Context: an optimization exercise on an open-source flow, tuned for small area. The choices shown serve that exercise and are no tape-out recipe.
Function was checked by simulation only, so behaviour that the tests miss may differ from the original.
Power and IR drop assume default switching activity.

Setup of v6:
==> flow/design.v (excerpt) <==
module VGATopModule #(
    parameter TICK_CYCLES = 5000,          
    parameter LOCKOUT_DURATION = 25000,    
    parameter DEBOUNCE_DELAY = 50,         
    parameter FLASH_DURATION = 5000,       
    parameter BUZZER_DURATION = 15000,     
    parameter BUZZER_HALF_PERIOD = 10      
) (
    input clk,
    input sys_rst,             
    input reset,               
    input start_button,        
    input enable,              
    input [2:0] ir_sensor_p1,  
    input [2:0] ir_sensor_p2,  
    output h_sync,
    output v_sync,
    output [3:0] red,
    output [3:0] green,
    output [3:0] blue,
    output buzzer_out          
);
==> module pong_glyph, before the edit <==
module pong_glyph(input [3:0] ch, input [2:0] row, input [2:0] col, output bit_o);
  function glyph(input [3:0] ch, input [2:0] row, input [2:0] col);
    reg [7:0] d;
    begin
      case ({ch, row})
        7'h00: d = 8'b00111100;
        7'h01: d = 8'b01100110;
        7'h02: d = 8'b01101110;
        7'h03: d = 8'b01110110;
        7'h04: d = 8'b01100110;
        7'h05: d = 8'b01100110;
        7'h06: d = 8'b00111100;
        7'h08: d = 8'b00011000;
        7'h09: d = 8'b00111000;
        7'h0a: d = 8'b00011000;
        7'h0b: d = 8'b00011000;
        7'h0c: d = 8'b00011000;
        7'h0d: d = 8'b00011000;
        7'h0e: d = 8'b01111110;
        7'h10: d = 8'b00111100;
        7'h11: d = 8'b01100110;
        7'h12: d = 8'b00000110;
        7'h13: d = 8'b00001100;
        7'h14: d = 8'b00011000;
        7'h15: d = 8'b00110000;
        7'h16: d = 8'b01111110;
        7'h18: d = 8'b00111100;
        7'h19: d = 8'b01100110;
        7'h1a: d = 8'b00000110;
        7'h1b: d = 8'b00011100;
        7'h1c: d = 8'b00000110;
        7'h1d: d = 8'b01100110;
        7'h1e: d = 8'b00111100;
        7'h20: d = 8'b00001100;
        7'h21: d = 8'b00011100;
        7'h22: d = 8'b00111100;
        7'h23: d = 8'b01101100;
        7'h24: d = 8'b01111110;
        7'h25: d = 8'b00001100;
        7'h26: d = 8'b00001100;
        7'h28: d = 8'b01111110;
        7'h29: d = 8'b01100000;
        7'h2a: d = 8'b01111100;
        7'h2b: d = 8'b00000110;
        7'h2c: d = 8'b00000110;
        7'h2d: d = 8'b01100110;
        7'h2e: d = 8'b00111100;
        7'h30: d = 8'b00111100;
        7'h31: d = 8'b01100000;
        7'h32: d = 8'b01111100;
        7'h33: d = 8'b01100110;
        7'h34: d = 8'b01100110;
        7'h35: d = 8'b01100110;
        7'h36: d = 8'b00111100;
        7'h38: d = 8'b01111110;
        7'h39: d = 8'b00000110;
        7'h3a: d = 8'b00001100;
        7'h3b: d = 8'b00011000;
        7'h3c: d = 8'b00110000;
        7'h3d: d = 8'b00110000;
        7'h3e: d = 8'b00110000;
        7'h40: d = 8'b00111100;
        7'h41: d = 8'b01100110;
        7'h42: d = 8'b01100110;
        7'h43: d = 8'b00111100;
        7'h44: d = 8'b01100110;
        7'h45: d = 8'b01100110;
        7'h46: d = 8'b00111100;
        7'h48: d = 8'b00111100;
        7'h49: d = 8'b01100110;
        7'h4a: d = 8'b01100110;
        7'h4b: d = 8'b00111110;
        7'h4c: d = 8'b00000110;
        7'h4d: d = 8'b00001100;
        7'h4e: d = 8'b00111100;
        7'h52: d = 8'b00011000;
        7'h53: d = 8'b00011000;
        7'h55: d = 8'b00011000;
        7'h56: d = 8'b00011000;
        default: d = 8'b00000000;
      endcase
      glyph = d[~col];
    end
  endfunction
  assign bit_o = glyph(ch, row, col);
endmodule
Settings: LEC_CHECK=0, CAP_MARGIN=20, CORE_MARGIN=2, CORE_UTILIZATION=55, GPL_TIMING_DRIVEN=0, PLACE_DENSITY=0.75, SLEW_MARGIN=30; clock period 20.0 ns.
standard.sh (not shown) runs the stock make flow with config.mk's settings and CLKGATE_MAP_FILE= SYNTH_SCRIPT=/design/flow/synth_recipe.tcl, a recipe that flattens the netlist after the stock synthesis.
==> flow/flow/run.sh <==
#!/bin/bash
# Layout flow: the standard flow (standard.sh) with these changes, all
# aimed at cell area (the clock period is met with several ns to spare):
#  - synthesis: an area-oriented ABC script (deep AIG resynthesis, then
#    area-oriented mapping) in place of ORFS's mapping script, and adders
#    left to ABC instead of being mapped to full and half adder cells.
#    Registers are untouched: ABC only sees the logic between them.
#    Synthesis runs with seven ABC random seeds at once (seed 0 in the main
#    work area through standard.sh, seeds 1-6 in work areas of their own);
#    the layout continues from the netlist with the smallest cell area.
#  - port buffers, and the buffers synthesis puts on outputs that share a
#    net: the smallest buffer cell.
#  - clock tree: clkbuf_8 buffers, sinks clustered by 16, no dummy loads.
# Everything else is ORFS's own. Each make run logs to a file of its own.
set -euo pipefail
HERE=$(pwd)
ARGS=(ADDER_MAP_FILE= GPL_TIMING_DRIVEN=0
  "MIN_BUF_CELL_AND_PORTS=sky130_fd_sc_hd__buf_1 A X"
  "BUFFER_PORTS_ARGS=-buffer_cell sky130_fd_sc_hd__buf_1"
  "CTS_ARGS=-sink_clustering_enable -repair_clock_nets -dont_use_dummy_load -buf_list sky130_fd_sc_hd__clkbuf_8 -root_buf sky130_fd_sc_hd__clkbuf_16 -sink_clustering_size 16 -sink_clustering_max_diameter 100")
prep_scripts() {
  rm -rf "$1"
  cp -r "$FLOW_HOME/scripts" "$1"
  sed "s/&deepsyn -T 300/\&deepsyn -T 300 -S $2/" "$HERE/flow/abc_deep.script" > "$1/abc_speed.script"
  cp "$1/abc_speed.script" "$1/abc_area.script"
}
area_of() {
  awk '/Chip area for module/ {print $NF}' "$1/reports/sky130hd/VGATopModule/base/synth_stat.txt" 2>/dev/null || true
}
pids=()
for s in 1 2 3 4 5 6; do
  mkdir -p "$HERE/seed$s"
  prep_scripts "$HERE/seed$s/scripts" "$s"
  make -C "$FLOW_HOME" DESIGN_CONFIG="$FLOW_CONFIG" WORK_HOME="$HERE/seed$s/orfs" \
    CLKGATE_MAP_FILE= SYNTH_SCRIPT="$HERE/synth_recipe.tcl" SCRIPTS_DIR="$HERE/seed$s/scripts" \
    "${ARGS[@]}" synth > "$HERE/seed$s/make_synth.log" 2>&1 &
  pids+=($!)
done
prep_scripts "$HERE/orfs_scripts" 0
bash standard.sh SCRIPTS_DIR="$HERE/orfs_scripts" "${ARGS[@]}" synth > "$HERE/flow_make_synth.log" 2>&1
for p in "${pids[@]}"; do wait "$p" || true; done

MAIN="$HERE/orfs"
best=0
best_area=$(area_of "$MAIN")
for s in 1 2 3 4 5 6; do
  a=$(area_of "$HERE/seed$s/orfs")
  if [[ -n "$a" && -f "$HERE/seed$s/orfs/results/sky130hd/VGATopModule/base/1_synth.odb" ]] &&
     awk -v a="$a" -v b="$best_area" 'BEGIN { exit !(a < b) }'; then
    best=$s
    best_area=$a
  fi
done
{ echo "synthesis areas: seed0 $(area_of "$MAIN")"; for s in 1 2 3 4 5 6; do echo "seed$s $(area_of "$HERE/seed$s/orfs")"; done; echo "using seed $best"; } > "$HERE/seed_choice.log"
if [[ $best != 0 ]]; then
  SRC="$HERE/seed$best/orfs"
  for d in results logs reports objects; do
    cp -r "$SRC/$d/sky130hd/VGATopModule/base/." "$MAIN/$d/sky130hd/VGATopModule/base/"
  done
  # keep make's view of the synthesis steps up to date, in step order
  R="$MAIN/results/sky130hd/VGATopModule/base"
  for f in 1_1_yosys_canonicalize.rtlil 1_2_yosys.v 1_2_yosys.sdc 1_synth.odb 1_synth.sdc; do
    [[ -f "$R/$f" ]] && touch "$R/$f"
    sleep 1
  done
fi
bash standard.sh SCRIPTS_DIR="$HERE/orfs_scripts" "${ARGS[@]}" finish > "$HERE/flow_make.log" 2>&1
Other scripts of this flow, unchanged in this note and not shown: flow/flow/abc_deep.script
v6 was carried through to the last stage, and its layout satisfied the timing, design-rule and antenna checks.
The following lists how v7 was set up differently from v6:
--- a/flow/design.v
+++ b/flow/design.v
@@ -248,79 +248,115 @@
         7'h01: d = 8'b01100110;
         7'h02: d = 8'b01101110;
         7'h03: d = 8'b01110110;
         7'h04: d = 8'b01100110;
         7'h05: d = 8'b01100110;
         7'h06: d = 8'b00111100;
+        7'h07: d = 8'b00111100;
         7'h08: d = 8'b00011000;
         7'h09: d = 8'b00111000;
         7'h0a: d = 8'b00011000;
         7'h0b: d = 8'b00011000;
         7'h0c: d = 8'b00011000;
         7'h0d: d = 8'b00011000;
         7'h0e: d = 8'b01111110;
+        7'h0f: d = 8'b01111110;
         7'h10: d = 8'b00111100;
         7'h11: d = 8'b01100110;
         7'h12: d = 8'b00000110;
         7'h13: d = 8'b00001100;
         7'h14: d = 8'b00011000;
         7'h15: d = 8'b00110000;
         7'h16: d = 8'b01111110;
+        7'h17: d = 8'b01111110;
         7'h18: d = 8'b00111100;
         7'h19: d = 8'b01100110;
         7'h1a: d = 8'b00000110;
         7'h1b: d = 8'b00011100;
         7'h1c: d = 8'b00000110;
         7'h1d: d = 8'b01100110;
         7'h1e: d = 8'b00111100;
+        7'h1f: d = 8'b00111100;
         7'h20: d = 8'b00001100;
         7'h21: d = 8'b00011100;
         7'h22: d = 8'b00111100;
         7'h23: d = 8'b01101100;
         7'h24: d = 8'b01111110;
         7'h25: d = 8'b00001100;
         7'h26: d = 8'b00001100;
+        7'h27: d = 8'b00001100;
         7'h28: d = 8'b01111110;
         7'h29: d = 8'b01100000;
         7'h2a: d = 8'b01111100;
         7'h2b: d = 8'b00000110;
         7'h2c: d = 8'b00000110;
         7'h2d: d = 8'b01100110;
         7'h2e: d = 8'b00111100;
+        7'h2f: d = 8'b00111100;
         7'h30: d = 8'b00111100;
         7'h31: d = 8'b01100000;
         7'h32: d = 8'b01111100;
         7'h33: d = 8'b01100110;
         7'h34: d = 8'b01100110;
         7'h35: d = 8'b01100110;
         7'h36: d = 8'b00111100;
+        7'h37: d = 8'b00111100;
         7'h38: d = 8'b01111110;
         7'h39: d = 8'b00000110;
         7'h3a: d = 8'b00001100;
         7'h3b: d = 8'b00011000;
         7'h3c: d = 8'b00110000;
         7'h3d: d = 8'b00110000;
         7'h3e: d = 8'b00110000;
+        7'h3f: d = 8'b00110000;
         7'h40: d = 8'b00111100;
         7'h41: d = 8'b01100110;
         7'h42: d = 8'b01100110;
         7'h43: d = 8'b00111100;
         7'h44: d = 8'b01100110;
         7'h45: d = 8'b01100110;
         7'h46: d = 8'b00111100;
+        7'h47: d = 8'b00111100;
         7'h48: d = 8'b00111100;
         7'h49: d = 8'b01100110;
         7'h4a: d = 8'b01100110;
         7'h4b: d = 8'b00111110;
         7'h4c: d = 8'b00000110;
         7'h4d: d = 8'b00001100;
         7'h4e: d = 8'b00111100;
+        7'h4f: d = 8'b00111100;
         7'h52: d = 8'b00011000;
         7'h53: d = 8'b00011000;
         7'h55: d = 8'b00011000;
         7'h56: d = 8'b00011000;
+        7'h57: d = 8'b00011000;
+        7'h5a: d = 8'b00011000;
+        7'h5b: d = 8'b00011000;
+        7'h5d: d = 8'b00011000;
+        7'h5e: d = 8'b00011000;
+        7'h5f: d = 8'b00011000;
+        7'h62: d = 8'b00011000;
+        7'h63: d = 8'b00011000;
+        7'h65: d = 8'b00011000;
+        7'h66: d = 8'b00011000;
+        7'h67: d = 8'b00011000;
+        7'h6a: d = 8'b00011000;
+        7'h6b: d = 8'b00011000;
+        7'h6d: d = 8'b00011000;
+        7'h6e: d = 8'b00011000;
+        7'h6f: d = 8'b00011000;
+        7'h72: d = 8'b00011000;
+        7'h73: d = 8'b00011000;
+        7'h75: d = 8'b00011000;
+        7'h76: d = 8'b00011000;
+        7'h77: d = 8'b00011000;
+        7'h7a: d = 8'b00011000;
+        7'h7b: d = 8'b00011000;
+        7'h7d: d = 8'b00011000;
+        7'h7e: d = 8'b00011000;
+        7'h7f: d = 8'b00011000;
         default: d = 8'b00000000;
       endcase
       glyph = d[~col];
     end
   endfunction
   assign bit_o = glyph(ch, row, col);
==> notes.md <==
v6 and v7 all finish clean.
Re worst relative slew slack: v6 and v7 aren't equal, and the higher value belongs to v6.
Re ratio of final minimum period to clock period: v6 and v7 aren't equal, and the higher value belongs to v7.
v6 -> v7: depth of the critical timing path with buffers and inverters included delta 0, exact match
| post-route worst hold slack | v7 vs v6 | worse |
The clock buffer instance count of the final layout in v7 sits 1 above the value recorded for v6.
Summary of v7 over v6: share of power burned in the clock network increased 0.9 points; wire length increased 1.6%.
Taking v6 as the reference, in v7 final cell count without fillers -23; clock skew +0.044 ns.

re-timing with driven ports:
The flow's constraints put no driver on any port. The routed layouts listed below were extracted and timed again, unchanged, in two steps.
Step 1: set_driving_cell puts a clkbuf_16 on clk and a buf_2 on each other input, an assumption about the parent block.
Step 2 adds t to the input delays and takes it off the output delays; t is the mean of the earliest and latest rising clock arrival at the registers after step 1. Input paths then give back, and output paths get back, about the clock's delay inside the block.
Three values: ideal, step 1, step 2; two values: the first two.
| run | shift t [ns] | slack for setup (ns) | latest minus earliest clock arrival (ns) | worst register clock-pin slew, ns |
|---|---|---|---|---|
| v6 | 0.517 | 7.940 / 7.888 / 8.405 | 0.034 / 0.034 | 0.12 / 0.12 |
| v7 | 0.516 | 7.563 / 7.513 / 8.028 | 0.074 / 0.073 | 0.11 / 0.11 |
After both steps every run listed still meets setup and hold.
